Context: an optimization exercise on an open-source flow, tuned for small area and a short achievable clock period. The choices shown serve that exercise and are no tape-out recipe. RTL that was checked went through simulation tests only; none was proved equivalent to the original. For run 2, only the layout was checked, not whether the RTL still works. Power figures rest on the tool's default switching activity, not on a simulated workload.

==> flow/design.v (outline; a module is shown in full before it is edited, if it fits) <==
// module FA: 9 lines
// module FA1: 8 lines
// module HA: 8 lines
// module RADD: 6 lines
// module YADD: 8 lines
// module YSEL: 48 lines
// module XOR2M: 6 lines
// module INV: 5 lines
// module G_INV: 5 lines
// module G_XOR2: 6 lines
// module G_XNOR2: 6 lines
// module G_NAND2: 6 lines
// module G_NOR2: 6 lines
// module G_AOI21: 7 lines
// module G_OAI21: 7 lines
// module G_AND2: 6 lines
// module G_OR2: 6 lines
// module G_ANDN: 6 lines
// module G_ORN: 6 lines
// module G_AO21: 7 lines
// module G_MUX2: 7 lines
// module G_MUX2I: 7 lines
// module G_MUX4: 10 lines
// module QCANDN: 13 lines
// module QCANDR: 26 lines
// module QCAND: 11 lines
// module FIR_transposed: 6020 lines
module FIR_transposed(clk, reset, noisy_signal, filtered_real);
  // ...
==> flow/flow/run.sh <==
#!/bin/bash
# Standard layout with a larger setup-repair margin; after the standard pin
# placement the data pins are placed again as one group (flow/pins.tcl).
set -e
R=$PWD/orfs/results/sky130hd/FIR_transposed/base
bash standard.sh SETUP_SLACK_MARGIN=6.0 $R/3_2_place_iop.odb > standard_1.log 2>&1
IOP_ODB=$R/3_2_place_iop.odb IO_PLACER_H=met3 IO_PLACER_V=met2 openroad -no_init -exit flow/pins.tcl > pins.log 2>&1
bash standard.sh SETUP_SLACK_MARGIN=6.0 finish > standard_2.log 2>&1
==> flow/flow/pins.tcl <==
# Re-place the pins of the placed design with the data ports kept together,
# input and output bits interleaved in bit order, on one edge.
read_db $::env(IOP_ODB)
set names {}
for {set i 0} {$i < 16} {incr i} {
  lappend names "noisy_signal\[$i\]" "filtered_real\[$i\]"
}
set_io_pin_constraint -pin_names $names -region right:* -group -order
place_pins -hor_layers $::env(IO_PLACER_H) -ver_layers $::env(IO_PLACER_V)
write_db $::env(IOP_ODB)
==> flow/standard.sh <==
#!/bin/bash
# synth_recipe.tcl (not shown) runs the flow's synth.tcl, then flattens the netlist and writes it again
# the make line also repeats each setting of config.mk as NAME=value (left out here)
make -C /OpenROAD-flow-scripts/flow DESIGN_CONFIG=/design/flow/config.mk WORK_HOME=/design/flow/orfs CLKGATE_MAP_FILE= SYNTH_SCRIPT=/design/flow/synth_recipe.tcl "${@:-finish}"
==> flow/config.mk <==
export PLATFORM = sky130hd
export DESIGN_NAME = FIR_transposed
export DESIGN_NICKNAME = FIR_transposed
export VERILOG_FILES = /design/flow/design.v
export SDC_FILE = /design/flow/constraint.sdc
export NUM_CORES = 8
export LEC_CHECK = 0
export ABC_CLOCK_PERIOD_IN_PS = 2000
export CAP_MARGIN = 20
export CORE_MARGIN = 2
export CORE_UTILIZATION = 65
export CTS_CLUSTER_DIAMETER = 100
export CTS_CLUSTER_SIZE = 22
export SETUP_SLACK_MARGIN = 5
export SLEW_MARGIN = 20
export SYNTH_HIERARCHICAL = 1
==> flow/constraint.sdc <==
create_clock -name core_clock -period 13.0 [get_ports {clk}]
set_input_delay 2.6000 -clock core_clock [delete_from_list [all_inputs] [get_ports {clk}]]
set_output_delay 2.6000 -clock core_clock [all_outputs]
set_load 0.01 [all_outputs]
==> summary.txt, run 1 <==
* Outcome: timing/DRC/antenna clean
* Number of flip-flops under the largest register name at 32
* CTS resizes at 337
* Yosys reg bits at 919
* Busiest metal layer after global routing: met2
* Drt drc at 0
* Max power group: combinational logic
* Post-Syn Instances at 4,955
* Worst-Skew Late Latency at 0.70 ns
* Clock distribution power at 1840 uW
* Setup TNS at 0 ns
* # diodes at 0
* Root buf cell: clkbuf_16
* Area contributors post-synth: fa_1, dfxtp_1, nand2_1, nor2_1, ha_1
* Cells after DPL at 6,328
* Crit path max-delay family: buffers and inverters
* Design Area, Final at 0.0756 mm2
* WHS Endpoint: h47[8]
* Fin cells at 6,438
* Max-cap violation count at 0
* Routed Antenna Nets at 0
* Place WS at 4.83 ns
* Core area at 0.109 mm2
* Crit. path cell count at 13
* Post-Syn Area at 0.0712 mm2
* Rel. slew slack at 29.9%
* Site row count at 121
* First-pass GRT wire length at 302 mm
* Slew Viols, Final at 0
* Yosys cell types at 25
* Switching Share at 45.3%
* Number of buffers added for setup after CTS at 18
* Biggest register: R
* All-layer global routing usage at 39.0%
* Vias per inst at 5.84
* Clock-cell share at 2.10%
* Metal-1 WL at 74.3 mm
* Fmax at 0.142 GHz
* Worst Slack Setup Final at 5.93 ns
* Die ar. at 0.112 mm2
==> inputs of run 2 (changes only) <==
--- a/flow/design.v
+++ b/flow/design.v
@@ -6074,193 +6074,189 @@
   wire yq131;
   G_AOI21 u_yq131 (.a1(yq130), .a2(yq127), .b1(yq129), .y(yq131));
   wire yq132;
   G_NAND2 u_yq132 (.a(yq130), .b(yq128), .y(yq132));
   wire yq133;
   G_OAI21 u_yq133 (.a1(yq132), .a2(yq126), .b1(yq131), .y(yq133));
   wire yq134;
   G_OAI21 u_yq134 (.a1(yq132), .a2(yq126), .b1(yq131), .y(yq134));
-  wire yq135;
-  G_OAI21 u_yq135 (.a1(yq132), .a2(yq126), .b1(yq131), .y(yq135));
-  wire yq136;
-  G_OAI21 u_yq136 (.a1(yq132), .a2(yq126), .b1(yq131), .y(yq136));
   wire [15:0] rh = r[31:16];
   wire [15:0] n0, np1, np2, nm1, nm2;
   QCANDR u_qc (.rh(rh), .n0(n0), .np1(np1), .np2(np2), .nm1(nm1), .nm2(nm2));
+  wire yq135;
+  G_MUX2I u_yq135 (.a0(n0[0]), .a1(nm2[0]), .s(xs15), .y(yq135));
+  wire yq136;
+  G_MUX2I u_yq136 (.a0(np1[0]), .a1(nm1[0]), .s(xs15), .y(yq136));
   wire yq137;
-  G_MUX2I u_yq137 (.a0(n0[0]), .a1(nm2[0]), .s(xs15), .y(yq137));
+  G_MUX2I u_yq137 (.a0(np2[0]), .a1(n0[0]), .s(xs15), .y(yq137));
   wire yq138;
-  G_MUX2I u_yq138 (.a0(np1[0]), .a1(nm1[0]), .s(xs15), .y(yq138));
+  G_MUX2I u_yq138 (.a0(yq136), .a1(yq135), .s(yq77), .y(yq138));
   wire yq139;
-  G_MUX2I u_yq139 (.a0(np2[0]), .a1(n0[0]), .s(xs15), .y(yq139));
+  G_MUX2I u_yq139 (.a0(yq137), .a1(yq136), .s(yq77), .y(yq139));
+  G_MUX2I u_yo0 (.a0(yq138), .a1(yq139), .s(yq133), .y(y[0]));
   wire yq140;
-  G_MUX2I u_yq140 (.a0(yq138), .a1(yq137), .s(yq77), .y(yq140));
+  G_MUX2I u_yq140 (.a0(n0[1]), .a1(nm2[1]), .s(xs15), .y(yq140));
   wire yq141;
-  G_MUX2I u_yq141 (.a0(yq139), .a1(yq138), .s(yq77), .y(yq141));
-  G_MUX2I u_yo0 (.a0(yq140), .a1(yq141), .s(yq133), .y(y[0]));
+  G_MUX2I u_yq141 (.a0(np1[1]), .a1(nm1[1]), .s(xs15), .y(yq141));
   wire yq142;
-  G_MUX2I u_yq142 (.a0(n0[1]), .a1(nm2[1]), .s(xs15), .y(yq142));
+  G_MUX2I u_yq142 (.a0(np2[1]), .a1(n0[1]), .s(xs15), .y(yq142));
   wire yq143;
-  G_MUX2I u_yq143 (.a0(np1[1]), .a1(nm1[1]), .s(xs15), .y(yq143));
+  G_MUX2I u_yq143 (.a0(yq141), .a1(yq140), .s(yq77), .y(yq143));
   wire yq144;
-  G_MUX2I u_yq144 (.a0(np2[1]), .a1(n0[1]), .s(xs15), .y(yq144));
+  G_MUX2I u_yq144 (.a0(yq142), .a1(yq141), .s(yq77), .y(yq144));
+  G_MUX2I u_yo1 (.a0(yq143), .a1(yq144), .s(yq133), .y(y[1]));
   wire yq145;
-  G_MUX2I u_yq145 (.a0(yq143), .a1(yq142), .s(yq77), .y(yq145));
+  G_MUX2I u_yq145 (.a0(n0[2]), .a1(nm2[2]), .s(xs15), .y(yq145));
   wire yq146;
-  G_MUX2I u_yq146 (.a0(yq144), .a1(yq143), .s(yq77), .y(yq146));
-  G_MUX2I u_yo1 (.a0(yq145), .a1(yq146), .s(yq133), .y(y[1]));
+  G_MUX2I u_yq146 (.a0(np1[2]), .a1(nm1[2]), .s(xs15), .y(yq146));
   wire yq147;
-  G_MUX2I u_yq147 (.a0(n0[2]), .a1(nm2[2]), .s(xs15), .y(yq147));
+  G_MUX2I u_yq147 (.a0(np2[2]), .a1(n0[2]), .s(xs15), .y(yq147));
   wire yq148;
-  G_MUX2I u_yq148 (.a0(np1[2]), .a1(nm1[2]), .s(xs15), .y(yq148));
+  G_MUX2I u_yq148 (.a0(yq146), .a1(yq145), .s(yq77), .y(yq148));
   wire yq149;
-  G_MUX2I u_yq149 (.a0(np2[2]), .a1(n0[2]), .s(xs15), .y(yq149));
+  G_MUX2I u_yq149 (.a0(yq147), .a1(yq146), .s(yq77), .y(yq149));
+  G_MUX2I u_yo2 (.a0(yq148), .a1(yq149), .s(yq133), .y(y[2]));
   wire yq150;
-  G_MUX2I u_yq150 (.a0(yq148), .a1(yq147), .s(yq77), .y(yq150));
+  G_MUX2I u_yq150 (.a0(n0[3]), .a1(nm2[3]), .s(xs15), .y(yq150));
   wire yq151;
-  G_MUX2I u_yq151 (.a0(yq149), .a1(yq148), .s(yq77), .y(yq151));
-  G_MUX2I u_yo2 (.a0(yq150), .a1(yq151), .s(yq133), .y(y[2]));
+  G_MUX2I u_yq151 (.a0(np1[3]), .a1(nm1[3]), .s(xs15), .y(yq151));
   wire yq152;
-  G_MUX2I u_yq152 (.a0(n0[3]), .a1(nm2[3]), .s(xs15), .y(yq152));
+  G_MUX2I u_yq152 (.a0(np2[3]), .a1(n0[3]), .s(xs15), .y(yq152));
   wire yq153;
-  G_MUX2I u_yq153 (.a0(np1[3]), .a1(nm1[3]), .s(xs15), .y(yq153));
+  G_MUX2I u_yq153 (.a0(yq151), .a1(yq150), .s(yq77), .y(yq153));
   wire yq154;
-  G_MUX2I u_yq154 (.a0(np2[3]), .a1(n0[3]), .s(xs15), .y(yq154));
+  G_MUX2I u_yq154 (.a0(yq152), .a1(yq151), .s(yq77), .y(yq154));
+  G_MUX2I u_yo3 (.a0(yq153), .a1(yq154), .s(yq133), .y(y[3]));
   wire yq155;
-  G_MUX2I u_yq155 (.a0(yq153), .a1(yq152), .s(yq77), .y(yq155));
+  G_MUX2I u_yq155 (.a0(n0[4]), .a1(nm2[4]), .s(xs15), .y(yq155));
   wire yq156;
-  G_MUX2I u_yq156 (.a0(yq154), .a1(yq153), .s(yq77), .y(yq156));
-  G_MUX2I u_yo3 (.a0(yq155), .a1(yq156), .s(yq133), .y(y[3]));
+  G_MUX2I u_yq156 (.a0(np1[4]), .a1(nm1[4]), .s(xs15), .y(yq156));
   wire yq157;
-  G_MUX2I u_yq157 (.a0(n0[4]), .a1(nm2[4]), .s(xs15), .y(yq157));
+  G_MUX2I u_yq157 (.a0(np2[4]), .a1(n0[4]), .s(xs15), .y(yq157));
   wire yq158;
-  G_MUX2I u_yq158 (.a0(np1[4]), .a1(nm1[4]), .s(xs15), .y(yq158));
+  G_MUX2I u_yq158 (.a0(yq156), .a1(yq155), .s(yq77), .y(yq158));
   wire yq159;
-  G_MUX2I u_yq159 (.a0(np2[4]), .a1(n0[4]), .s(xs15), .y(yq159));
+  G_MUX2I u_yq159 (.a0(yq157), .a1(yq156), .s(yq77), .y(yq159));
+  G_MUX2I u_yo4 (.a0(yq158), .a1(yq159), .s(yq133), .y(y[4]));
   wire yq160;
-  G_MUX2I u_yq160 (.a0(yq158), .a1(yq157), .s(yq77), .y(yq160));
+  G_MUX2I u_yq160 (.a0(n0[5]), .a1(nm2[5]), .s(xs15), .y(yq160));
   wire yq161;
-  G_MUX2I u_yq161 (.a0(yq159), .a1(yq158), .s(yq77), .y(yq161));
-  G_MUX2I u_yo4 (.a0(yq160), .a1(yq161), .s(yq134), .y(y[4]));
+  G_MUX2I u_yq161 (.a0(np1[5]), .a1(nm1[5]), .s(xs15), .y(yq161));
   wire yq162;
-  G_MUX2I u_yq162 (.a0(n0[5]), .a1(nm2[5]), .s(xs15), .y(yq162));
+  G_MUX2I u_yq162 (.a0(np2[5]), .a1(n0[5]), .s(xs15), .y(yq162));
   wire yq163;
-  G_MUX2I u_yq163 (.a0(np1[5]), .a1(nm1[5]), .s(xs15), .y(yq163));
+  G_MUX2I u_yq163 (.a0(yq161), .a1(yq160), .s(yq77), .y(yq163));
   wire yq164;
-  G_MUX2I u_yq164 (.a0(np2[5]), .a1(n0[5]), .s(xs15), .y(yq164));
+  G_MUX2I u_yq164 (.a0(yq162), .a1(yq161), .s(yq77), .y(yq164));
+  G_MUX2I u_yo5 (.a0(yq163), .a1(yq164), .s(yq133), .y(y[5]));
   wire yq165;
-  G_MUX2I u_yq165 (.a0(yq163), .a1(yq162), .s(yq77), .y(yq165));
+  G_MUX2I u_yq165 (.a0(n0[6]), .a1(nm2[6]), .s(xs15), .y(yq165));
   wire yq166;
-  G_MUX2I u_yq166 (.a0(yq164), .a1(yq163), .s(yq77), .y(yq166));
-  G_MUX2I u_yo5 (.a0(yq165), .a1(yq166), .s(yq134), .y(y[5]));
+  G_MUX2I u_yq166 (.a0(np1[6]), .a1(nm1[6]), .s(xs15), .y(yq166));
   wire yq167;
-  G_MUX2I u_yq167 (.a0(n0[6]), .a1(nm2[6]), .s(xs15), .y(yq167));
+  G_MUX2I u_yq167 (.a0(np2[6]), .a1(n0[6]), .s(xs15), .y(yq167));
   wire yq168;
-  G_MUX2I u_yq168 (.a0(np1[6]), .a1(nm1[6]), .s(xs15), .y(yq168));
+  G_MUX2I u_yq168 (.a0(yq166), .a1(yq165), .s(yq77), .y(yq168));
   wire yq169;
-  G_MUX2I u_yq169 (.a0(np2[6]), .a1(n0[6]), .s(xs15), .y(yq169));
+  G_MUX2I u_yq169 (.a0(yq167), .a1(yq166), .s(yq77), .y(yq169));
+  G_MUX2I u_yo6 (.a0(yq168), .a1(yq169), .s(yq133), .y(y[6]));
   wire yq170;
-  G_MUX2I u_yq170 (.a0(yq168), .a1(yq167), .s(yq77), .y(yq170));
+  G_MUX2I u_yq170 (.a0(n0[7]), .a1(nm2[7]), .s(xs15), .y(yq170));
   wire yq171;
-  G_MUX2I u_yq171 (.a0(yq169), .a1(yq168), .s(yq77), .y(yq171));
-  G_MUX2I u_yo6 (.a0(yq170), .a1(yq171), .s(yq134), .y(y[6]));
+  G_MUX2I u_yq171 (.a0(np1[7]), .a1(nm1[7]), .s(xs15), .y(yq171));
   wire yq172;
-  G_MUX2I u_yq172 (.a0(n0[7]), .a1(nm2[7]), .s(xs15), .y(yq172));
+  G_MUX2I u_yq172 (.a0(np2[7]), .a1(n0[7]), .s(xs15), .y(yq172));
   wire yq173;
-  G_MUX2I u_yq173 (.a0(np1[7]), .a1(nm1[7]), .s(xs15), .y(yq173));
+  G_MUX2I u_yq173 (.a0(yq171), .a1(yq170), .s(yq77), .y(yq173));
   wire yq174;
-  G_MUX2I u_yq174 (.a0(np2[7]), .a1(n0[7]), .s(xs15), .y(yq174));
+  G_MUX2I u_yq174 (.a0(yq172), .a1(yq171), .s(yq77), .y(yq174));
+  G_MUX2I u_yo7 (.a0(yq173), .a1(yq174), .s(yq133), .y(y[7]));
   wire yq175;
-  G_MUX2I u_yq175 (.a0(yq173), .a1(yq172), .s(yq77), .y(yq175));
+  G_MUX2I u_yq175 (.a0(n0[8]), .a1(nm2[8]), .s(xs15), .y(yq175));
   wire yq176;
-  G_MUX2I u_yq176 (.a0(yq174), .a1(yq173), .s(yq77), .y(yq176));
-  G_MUX2I u_yo7 (.a0(yq175), .a1(yq176), .s(yq134), .y(y[7]));
+  G_MUX2I u_yq176 (.a0(np1[8]), .a1(nm1[8]), .s(xs15), .y(yq176));
   wire yq177;
-  G_MUX2I u_yq177 (.a0(n0[8]), .a1(nm2[8]), .s(xs15), .y(yq177));
+  G_MUX2I u_yq177 (.a0(np2[8]), .a1(n0[8]), .s(xs15), .y(yq177));
   wire yq178;
-  G_MUX2I u_yq178 (.a0(np1[8]), .a1(nm1[8]), .s(xs15), .y(yq178));
+  G_MUX2I u_yq178 (.a0(yq176), .a1(yq175), .s(yq77), .y(yq178));
   wire yq179;
-  G_MUX2I u_yq179 (.a0(np2[8]), .a1(n0[8]), .s(xs15), .y(yq179));
+  G_MUX2I u_yq179 (.a0(yq177), .a1(yq176), .s(yq77), .y(yq179));
+  G_MUX2I u_yo8 (.a0(yq178), .a1(yq179), .s(yq134), .y(y[8]));
   wire yq180;
-  G_MUX2I u_yq180 (.a0(yq178), .a1(yq177), .s(yq77), .y(yq180));
+  G_MUX2I u_yq180 (.a0(n0[9]), .a1(nm2[9]), .s(xs15), .y(yq180));
   wire yq181;
-  G_MUX2I u_yq181 (.a0(yq179), .a1(yq178), .s(yq77), .y(yq181));
-  G_MUX2I u_yo8 (.a0(yq180), .a1(yq181), .s(yq135), .y(y[8]));
+  G_MUX2I u_yq181 (.a0(np1[9]), .a1(nm1[9]), .s(xs15), .y(yq181));
   wire yq182;
-  G_MUX2I u_yq182 (.a0(n0[9]), .a1(nm2[9]), .s(xs15), .y(yq182));
+  G_MUX2I u_yq182 (.a0(np2[9]), .a1(n0[9]), .s(xs15), .y(yq182));
   wire yq183;
-  G_MUX2I u_yq183 (.a0(np1[9]), .a1(nm1[9]), .s(xs15), .y(yq183));
+  G_MUX2I u_yq183 (.a0(yq181), .a1(yq180), .s(yq77), .y(yq183));
   wire yq184;
-  G_MUX2I u_yq184 (.a0(np2[9]), .a1(n0[9]), .s(xs15), .y(yq184));
+  G_MUX2I u_yq184 (.a0(yq182), .a1(yq181), .s(yq77), .y(yq184));
+  G_MUX2I u_yo9 (.a0(yq183), .a1(yq184), .s(yq134), .y(y[9]));
   wire yq185;
-  G_MUX2I u_yq185 (.a0(yq183), .a1(yq182), .s(yq77), .y(yq185));
+  G_MUX2I u_yq185 (.a0(n0[10]), .a1(nm2[10]), .s(xs15), .y(yq185));
   wire yq186;
-  G_MUX2I u_yq186 (.a0(yq184), .a1(yq183), .s(yq77), .y(yq186));
-  G_MUX2I u_yo9 (.a0(yq185), .a1(yq186), .s(yq135), .y(y[9]));
+  G_MUX2I u_yq186 (.a0(np1[10]), .a1(nm1[10]), .s(xs15), .y(yq186));
   wire yq187;
-  G_MUX2I u_yq187 (.a0(n0[10]), .a1(nm2[10]), .s(xs15), .y(yq187));
+  G_MUX2I u_yq187 (.a0(np2[10]), .a1(n0[10]), .s(xs15), .y(yq187));
   wire yq188;
-  G_MUX2I u_yq188 (.a0(np1[10]), .a1(nm1[10]), .s(xs15), .y(yq188));
+  G_MUX2I u_yq188 (.a0(yq186), .a1(yq185), .s(yq77), .y(yq188));
   wire yq189;
-  G_MUX2I u_yq189 (.a0(np2[10]), .a1(n0[10]), .s(xs15), .y(yq189));
+  G_MUX2I u_yq189 (.a0(yq187), .a1(yq186), .s(yq77), .y(yq189));
+  G_MUX2I u_yo10 (.a0(yq188), .a1(yq189), .s(yq134), .y(y[10]));
   wire yq190;
-  G_MUX2I u_yq190 (.a0(yq188), .a1(yq187), .s(yq77), .y(yq190));
+  G_MUX2I u_yq190 (.a0(n0[11]), .a1(nm2[11]), .s(xs15), .y(yq190));
   wire yq191;
-  G_MUX2I u_yq191 (.a0(yq189), .a1(yq188), .s(yq77), .y(yq191));
-  G_MUX2I u_yo10 (.a0(yq190), .a1(yq191), .s(yq135), .y(y[10]));
+  G_MUX2I u_yq191 (.a0(np1[11]), .a1(nm1[11]), .s(xs15), .y(yq191));
   wire yq192;
-  G_MUX2I u_yq192 (.a0(n0[11]), .a1(nm2[11]), .s(xs15), .y(yq192));
+  G_MUX2I u_yq192 (.a0(np2[11]), .a1(n0[11]), .s(xs15), .y(yq192));
   wire yq193;
-  G_MUX2I u_yq193 (.a0(np1[11]), .a1(nm1[11]), .s(xs15), .y(yq193));
+  G_MUX2I u_yq193 (.a0(yq191), .a1(yq190), .s(yq77), .y(yq193));
   wire yq194;
-  G_MUX2I u_yq194 (.a0(np2[11]), .a1(n0[11]), .s(xs15), .y(yq194));
+  G_MUX2I u_yq194 (.a0(yq192), .a1(yq191), .s(yq77), .y(yq194));
+  G_MUX2I u_yo11 (.a0(yq193), .a1(yq194), .s(yq134), .y(y[11]));
   wire yq195;
-  G_MUX2I u_yq195 (.a0(yq193), .a1(yq192), .s(yq77), .y(yq195));
+  G_MUX2I u_yq195 (.a0(n0[12]), .a1(nm2[12]), .s(xs15), .y(yq195));
   wire yq196;
-  G_MUX2I u_yq196 (.a0(yq194), .a1(yq193), .s(yq77), .y(yq196));
-  G_MUX2I u_yo11 (.a0(yq195), .a1(yq196), .s(yq135), .y(y[11]));
+  G_MUX2I u_yq196 (.a0(np1[12]), .a1(nm1[12]), .s(xs15), .y(yq196));
   wire yq197;
-  G_MUX2I u_yq197 (.a0(n0[12]), .a1(nm2[12]), .s(xs15), .y(yq197));
+  G_MUX2I u_yq197 (.a0(np2[12]), .a1(n0[12]), .s(xs15), .y(yq197));
   wire yq198;
-  G_MUX2I u_yq198 (.a0(np1[12]), .a1(nm1[12]), .s(xs15), .y(yq198));
+  G_MUX2I u_yq198 (.a0(yq196), .a1(yq195), .s(yq77), .y(yq198));
   wire yq199;
-  G_MUX2I u_yq199 (.a0(np2[12]), .a1(n0[12]), .s(xs15), .y(yq199));
+  G_MUX2I u_yq199 (.a0(yq197), .a1(yq196), .s(yq77), .y(yq199));
+  G_MUX2I u_yo12 (.a0(yq198), .a1(yq199), .s(yq134), .y(y[12]));
   wire yq200;
-  G_MUX2I u_yq200 (.a0(yq198), .a1(yq197), .s(yq77), .y(yq200));
+  G_MUX2I u_yq200 (.a0(n0[13]), .a1(nm2[13]), .s(xs15), .y(yq200));
   wire yq201;
-  G_MUX2I u_yq201 (.a0(yq199), .a1(yq198), .s(yq77), .y(yq201));
-  G_MUX2I u_yo12 (.a0(yq200), .a1(yq201), .s(yq136), .y(y[12]));
+  G_MUX2I u_yq201 (.a0(np1[13]), .a1(nm1[13]), .s(xs15), .y(yq201));
   wire yq202;
-  G_MUX2I u_yq202 (.a0(n0[13]), .a1(nm2[13]), .s(xs15), .y(yq202));
+  G_MUX2I u_yq202 (.a0(np2[13]), .a1(n0[13]), .s(xs15), .y(yq202));
   wire yq203;
-  G_MUX2I u_yq203 (.a0(np1[13]), .a1(nm1[13]), .s(xs15), .y(yq203));
+  G_MUX2I u_yq203 (.a0(yq201), .a1(yq200), .s(yq77), .y(yq203));
   wire yq204;
-  G_MUX2I u_yq204 (.a0(np2[13]), .a1(n0[13]), .s(xs15), .y(yq204));
+  G_MUX2I u_yq204 (.a0(yq202), .a1(yq201), .s(yq77), .y(yq204));
+  G_MUX2I u_yo13 (.a0(yq203), .a1(yq204), .s(yq134), .y(y[13]));
   wire yq205;
-  G_MUX2I u_yq205 (.a0(yq203), .a1(yq202), .s(yq77), .y(yq205));
+  G_MUX2I u_yq205 (.a0(n0[14]), .a1(nm2[14]), .s(xs15), .y(yq205));
   wire yq206;
-  G_MUX2I u_yq206 (.a0(yq204), .a1(yq203), .s(yq77), .y(yq206));
-  G_MUX2I u_yo13 (.a0(yq205), .a1(yq206), .s(yq136), .y(y[13]));
+  G_MUX2I u_yq206 (.a0(np1[14]), .a1(nm1[14]), .s(xs15), .y(yq206));
   wire yq207;
-  G_MUX2I u_yq207 (.a0(n0[14]), .a1(nm2[14]), .s(xs15), .y(yq207));
+  G_MUX2I u_yq207 (.a0(np2[14]), .a1(n0[14]), .s(xs15), .y(yq207));
   wire yq208;
-  G_MUX2I u_yq208 (.a0(np1[14]), .a1(nm1[14]), .s(xs15), .y(yq208));
+  G_MUX2I u_yq208 (.a0(yq206), .a1(yq205), .s(yq77), .y(yq208));
   wire yq209;
-  G_MUX2I u_yq209 (.a0(np2[14]), .a1(n0[14]), .s(xs15), .y(yq209));
+  G_MUX2I u_yq209 (.a0(yq207), .a1(yq206), .s(yq77), .y(yq209));
+  G_MUX2I u_yo14 (.a0(yq208), .a1(yq209), .s(yq134), .y(y[14]));
   wire yq210;
-  G_MUX2I u_yq210 (.a0(yq208), .a1(yq207), .s(yq77), .y(yq210));
+  G_MUX2I u_yq210 (.a0(n0[15]), .a1(nm2[15]), .s(xs15), .y(yq210));
   wire yq211;
-  G_MUX2I u_yq211 (.a0(yq209), .a1(yq208), .s(yq77), .y(yq211));
-  G_MUX2I u_yo14 (.a0(yq210), .a1(yq211), .s(yq136), .y(y[14]));
+  G_MUX2I u_yq211 (.a0(np1[15]), .a1(nm1[15]), .s(xs15), .y(yq211));
   wire yq212;
-  G_MUX2I u_yq212 (.a0(n0[15]), .a1(nm2[15]), .s(xs15), .y(yq212));
+  G_MUX2I u_yq212 (.a0(np2[15]), .a1(n0[15]), .s(xs15), .y(yq212));
   wire yq213;
-  G_MUX2I u_yq213 (.a0(np1[15]), .a1(nm1[15]), .s(xs15), .y(yq213));
+  G_MUX2I u_yq213 (.a0(yq211), .a1(yq210), .s(yq77), .y(yq213));
   wire yq214;
-  G_MUX2I u_yq214 (.a0(np2[15]), .a1(n0[15]), .s(xs15), .y(yq214));
-  wire yq215;
-  G_MUX2I u_yq215 (.a0(yq213), .a1(yq212), .s(yq77), .y(yq215));
-  wire yq216;
-  G_MUX2I u_yq216 (.a0(yq214), .a1(yq213), .s(yq77), .y(yq216));
-  G_MUX2I u_yo15 (.a0(yq215), .a1(yq216), .s(yq136), .y(y[15]));
+  G_MUX2I u_yq214 (.a0(yq212), .a1(yq211), .s(yq77), .y(yq214));
+  G_MUX2I u_yo15 (.a0(yq213), .a1(yq214), .s(yq134), .y(y[15]));
   assign filtered_real = y;
 endmodule
==> flow/flow/run.sh (replaced) <==
#!/bin/bash
# Standard layout with a larger setup-repair margin.
bash standard.sh SETUP_SLACK_MARGIN=6.0 finish > standard.log 2>&1
removed: flow/flow/pins.tcl
==> summary.txt, run 2 <==
* Routed Antenna Nets at 0 (unchanged)
* Slew Viols, Final at 0 (unchanged)
* CTS tree: yes (unchanged)
* Most frequent cells in the layout: fa_1, dfxtp_1, nand2_1 (unchanged)
* Ys flop type: dfxtp_1 (unchanged)
* Crit. End Element: primary output (unchanged)
* Sequential-to-total area share from yosys stat at 25.8% (about the same)
* All-layer global routing usage at 38.2% (was 39.0%)
* CTS clock-pin slew for the worst setup and hold paths at 0.09 ns (about the same)
* FF-to-FF Start: h7[8] (was h35[12])
* Critical path type: input pin to primary output (unchanged)
* Area fraction of the dominant cell type after synthesis at 58.2% (about the same)
* Worst Slack Setup Final at 5.90 ns (was 5.93 ns)
* Setup TNS at 0 ns (unchanged)
* Remaining Overflow, GRT at 0 (unchanged)
* Initial Util at 65.5% (about the same)
* Worst-Skew Late Latency at 0.71 ns (was 0.70 ns)
* Root buf cell: clkbuf_16 (unchanged)
* WHS Path Cells at 1 (unchanged)
* Ports at 34 (unchanged)
* Post-synth ARST share at 0% (unchanged)
* Fmax at 0.141 GHz (was 0.142 GHz)
* Layout cells sized above 1 at 10.8% (was 10.4%)
* Site row count at 121 (unchanged)
* Routability cong. at 1.02 (was 1.01)
* Die ar. at 0.112 mm2 (about the same)
* Area contributors post-synth: fa_1, dfxtp_1, nand2_1, nor2_1, ha_1 (unchanged)
* WHS Endpoint: h4[11] (was h47[8])
* Synth cell count leaders: fa_1, dfxtp_1, nand2_1 (unchanged)
* Fin. Hold Viols at 0 (unchanged)
* Vias per inst at 5.91 (was 5.84)
* Reg-to-reg endpoint: T2a[23] (was T2b[16])
* Yosys cell types at 25 (unchanged)
* Synth warnings at 7 (unchanged)
* Port bufs at 33 (unchanged)
* Hpwl dp at 173 mm (about the same)
* Pwr Density at 317 mW/mm2 (was 306 mW/mm2)
* Post-Syn Area at 0.0712 mm2 (about the same)
* # setup viols final at 0 (unchanged)
* Final period demand of the worst path at 7.10 ns (was 7.07 ns)
* Top flop regs: R (32), T1a (31), T2a (31) (unchanged)
* Vias at 38,100 (was 37,600)
* Core area at 0.109 mm2 (unchanged)
* Die W at 335 um (about the same)
* Most frequent cell after synthesis: fa_1 (unchanged)
* RSZ-0062 raised after global routing: yes (unchanged)
* CTS Buf Count at 54 (was 53)
* Largest net degree at the start of global routing at 138 (was 122)
* Die height at 335 um (about the same)
* Worst-Margin Slew at 0.997 ns (was 1.05 ns)
* Post-Syn Nets at 7,170 (was 7,172)
* Vias in the first global route at 43,900 (was 44,500)
* Initial antenna violation count at 4 (was 1)
* Worst IR Drop VDD at 0.955 mV (was 1.29 mV)
* Fin nets at 7,236 (was 7,227)
* R2R cell count at 16 (was 15)
* Number of flip-flops under the largest register name at 32 (unchanged)
* Delay of the slowest critical-path stage at 0.25 ns (was 0.27 ns)
* Longest Clk Path Bufs at 3 (unchanged)
* Max-cap violation count at 0 (unchanged)
* Wire length per cell at 31.2 um (was 31.3 um)
* 1st-iter DRT viols at 3,067 (was 3,061)
* Hold path startpoint: h3[11] (was h46[8])
* Crit path max-delay family: buffers and inverters (unchanged)
* Post-Syn Instances at 4,953 (was 4,955)
* Outcome: timing/DRC/antenna clean (unchanged)
* Number of synthesized flops with an enable pin at 0 (unchanged)
* Worst path required time at 10.40 ns (about the same)
* Critical path buffers and inverters at 5 (was 6)
* Reg2reg setup slack at 6.02 ns (was 6.01 ns)
* Drt drc at 0 (unchanged)
* Biggest register: R (unchanged)
* Fin Clk Skew at 0.0456 ns (was 0.0372 ns)
* Post-Route WL at 202 mm (was 201 mm)
* Hold crit path type: flop to flop (unchanged)
* CP Launch Type: input pin (unchanged)
* Rel. slew slack at 33.6% (was 29.9%)
* Crit-path slowest cell: a21oi_2 (was mux2i_4)
* Area delta synth->final at 6.22% (about the same)
* Layout fillers at 7,562 (was 7,699)
* Total clock sinks at 919 (unchanged)
* Crit Path Max Fanout at 7 (was 5)
* Critical path's most frequent cell: buf_6 (unchanged)
* CTS HTree Levels at 2 (unchanged)
* Place WS at 4.49 ns (was 4.83 ns)
* Fin crit share at 54.6% (was 54.4%)
* Drt first pass iters at 5 (unchanged)
* Crit path arrival time at 4.50 ns (was 4.47 ns)
* Post-synth top area cell: fa_1 (unchanged)
* First-pass GRT wire length at 297 mm (was 302 mm)
* Yosys reg bits at 919 (unchanged)
* Worst-path cell chain: buf_4 -> xor2_1 -> xnor2_1 -> nor2_1 -> a21oi_2 -> o21ai_2 -> a21oi_2 -> o21ai_4 -> buf_6 -> buf_6 -> buf_6 -> mux2i_1 -> buf_2 (was buf_2 -> xor2_1 -> xnor2_1 -> nor2_1 -> inv_1 -> o21ai_2 -> a21oi_4 -> buf_12 -> o21ai_4 -> buf_6 -> buf_6 -> mux2i_4 -> buf_6)
* Syn Area/Cell at 14.4 um2 (about the same)
* Most common cell after layout, fill and taps aside: fa_1 (unchanged)
* Lkg Pwr at 0.0306 uW (was 0.0305 uW)
[run 2: layout make-up]
class	count	area, um2	area share (%)
Multi-Input combinational cell	3635	51700	68.3
Antenna cell	1	2.50	0.00331
Clock buffer	59	1390	1.84
Inverter	290	1100	1.45
Clock inverter	16	244	0.323
Sequential cell	919	18500	24.4
Timing Repair Buffer	119	990	1.31
Tap cell	1414	1770	2.34
[run 2: Yosys stat by module, one instance, submodules excluded, a selection]
module	times used	flops+latches
G_AOI21	9	0
INV	1	0
G_NAND2	37	0
QCANDR	1	0
G_AND2	75	0
G_OR2	8	0
G_AO21	65	0
G_ANDN	1	0
[run 2: stage by stage]
step                instances  util, %  power [uW]  cell area (um2)  hold slack (ns)
finish                   6453     69.6       24000            75600            0.352
floorplan                4953        -       17400            71300            0.351
global route             6452     69.6       26800            75600            0.379
detailed placement       6316     66.6       21000            72400            0.355
CTS                      6406     68.5       23300            74500            0.365
global placement         6316     66.6       20400            72400            0.353
[run 2: logic make-up after synthesis]
logic type | count (synthesis) | share of synthesized area (%)
AO/OA/AOI/OAI | 80 | 0.838
XOR/XNOR | 134 | 1.65
adder cells (fa/ha/maj) | 2199 | 60.5
buffers and inverters | 400 | 3.23
flip-flops | 919 | 25.8
multiplexers | 111 | 1.56
AND/OR/NAND/NOR | 1110 | 6.41
[run 2: metal layers]
metal  part of all wire [%]  GRT usage [%]  routed length, um  up-vias
met4                    6.7           19.6              13400        4
met1                     38           50.3              76300    20800
met2                     47           60.2              94700     1697
met5                  0.013              0                 27        -
met3                    8.5           9.14              17200      593
li1                       -              -                  -    15000
[run 2: worst max path at each step]
stage | start | endpoint | cells past startpoint
global placement | noisy_signal[6] | filtered_real[3] | 10
CTS | noisy_signal[4] | filtered_real[13] | 14
global route | noisy_signal[3] | filtered_real[14] | 14
finish | noisy_signal[9] | filtered_real[13] | 13
floorplan | noisy_signal[15] | R[26] | 17
detailed placement | noisy_signal[11] | filtered_real[3] | 10
[run 2: power breakdown]
group / leakage (uW) / internal [uW] / total [uW] / switching, uW
Combinational: 0.0223 / 9030 / 18800 / 9810
Clock: 0.000794 / 812 / 1840 / 1030
Sequential: 0.00747 / 3190 / 3330 / 136
Total: 0.0306 / 13000 / 24000 / 11000
[run 2: repair_timing]
item	in CTS	in global routing
setup endpoints to repair	46	45
resized for setup	319	208
hold buffers	0	0
setup buffers	15	45
pin swaps	38	44
gates cloned	0	1

==> re-timing with driven ports <==
Ports are ideal in the flow. The routed layouts listed here were re-timed in OpenROAD.
Step 1 (the two cells are an assumption about what drives the block):
set clk [get_ports {clk}]
set_driving_cell -lib_cell sky130_fd_sc_hd__clkbuf_16 $clk
set_driving_cell -lib_cell sky130_fd_sc_hd__buf_2 [delete_from_list [all_inputs] $clk]
Step 2, shift: input delay + t, output delay - t, t = (earliest + latest rising clock arrival at the registers) / 2. This alone moves slack from input paths to output paths.
Three values: ideal ports, drivers, drivers and shift; two values: the first two.
| run | t (ns) | setup slack, ns | hold slack, ns | slew at the worst register clock pin (ns) | worst slew at a driven data input, ns |
|---|---|---|---|---|---|
| run 1 | 0.759 | 5.933 / 5.883 / 5.655 | 0.357 / 0.357 / 0.357 | 0.10 / 0.10 | 0.09 |
| run 2 | 0.766 | 5.899 / 5.875 / 5.685 | 0.352 / 0.352 / 0.352 | 0.10 / 0.10 | 0.06 |
After both steps setup and hold are still met in every run listed. For run 1, which loses most, drivers alone change the setup slack by -0.050 ns; drivers and shift together by -0.278 ns.
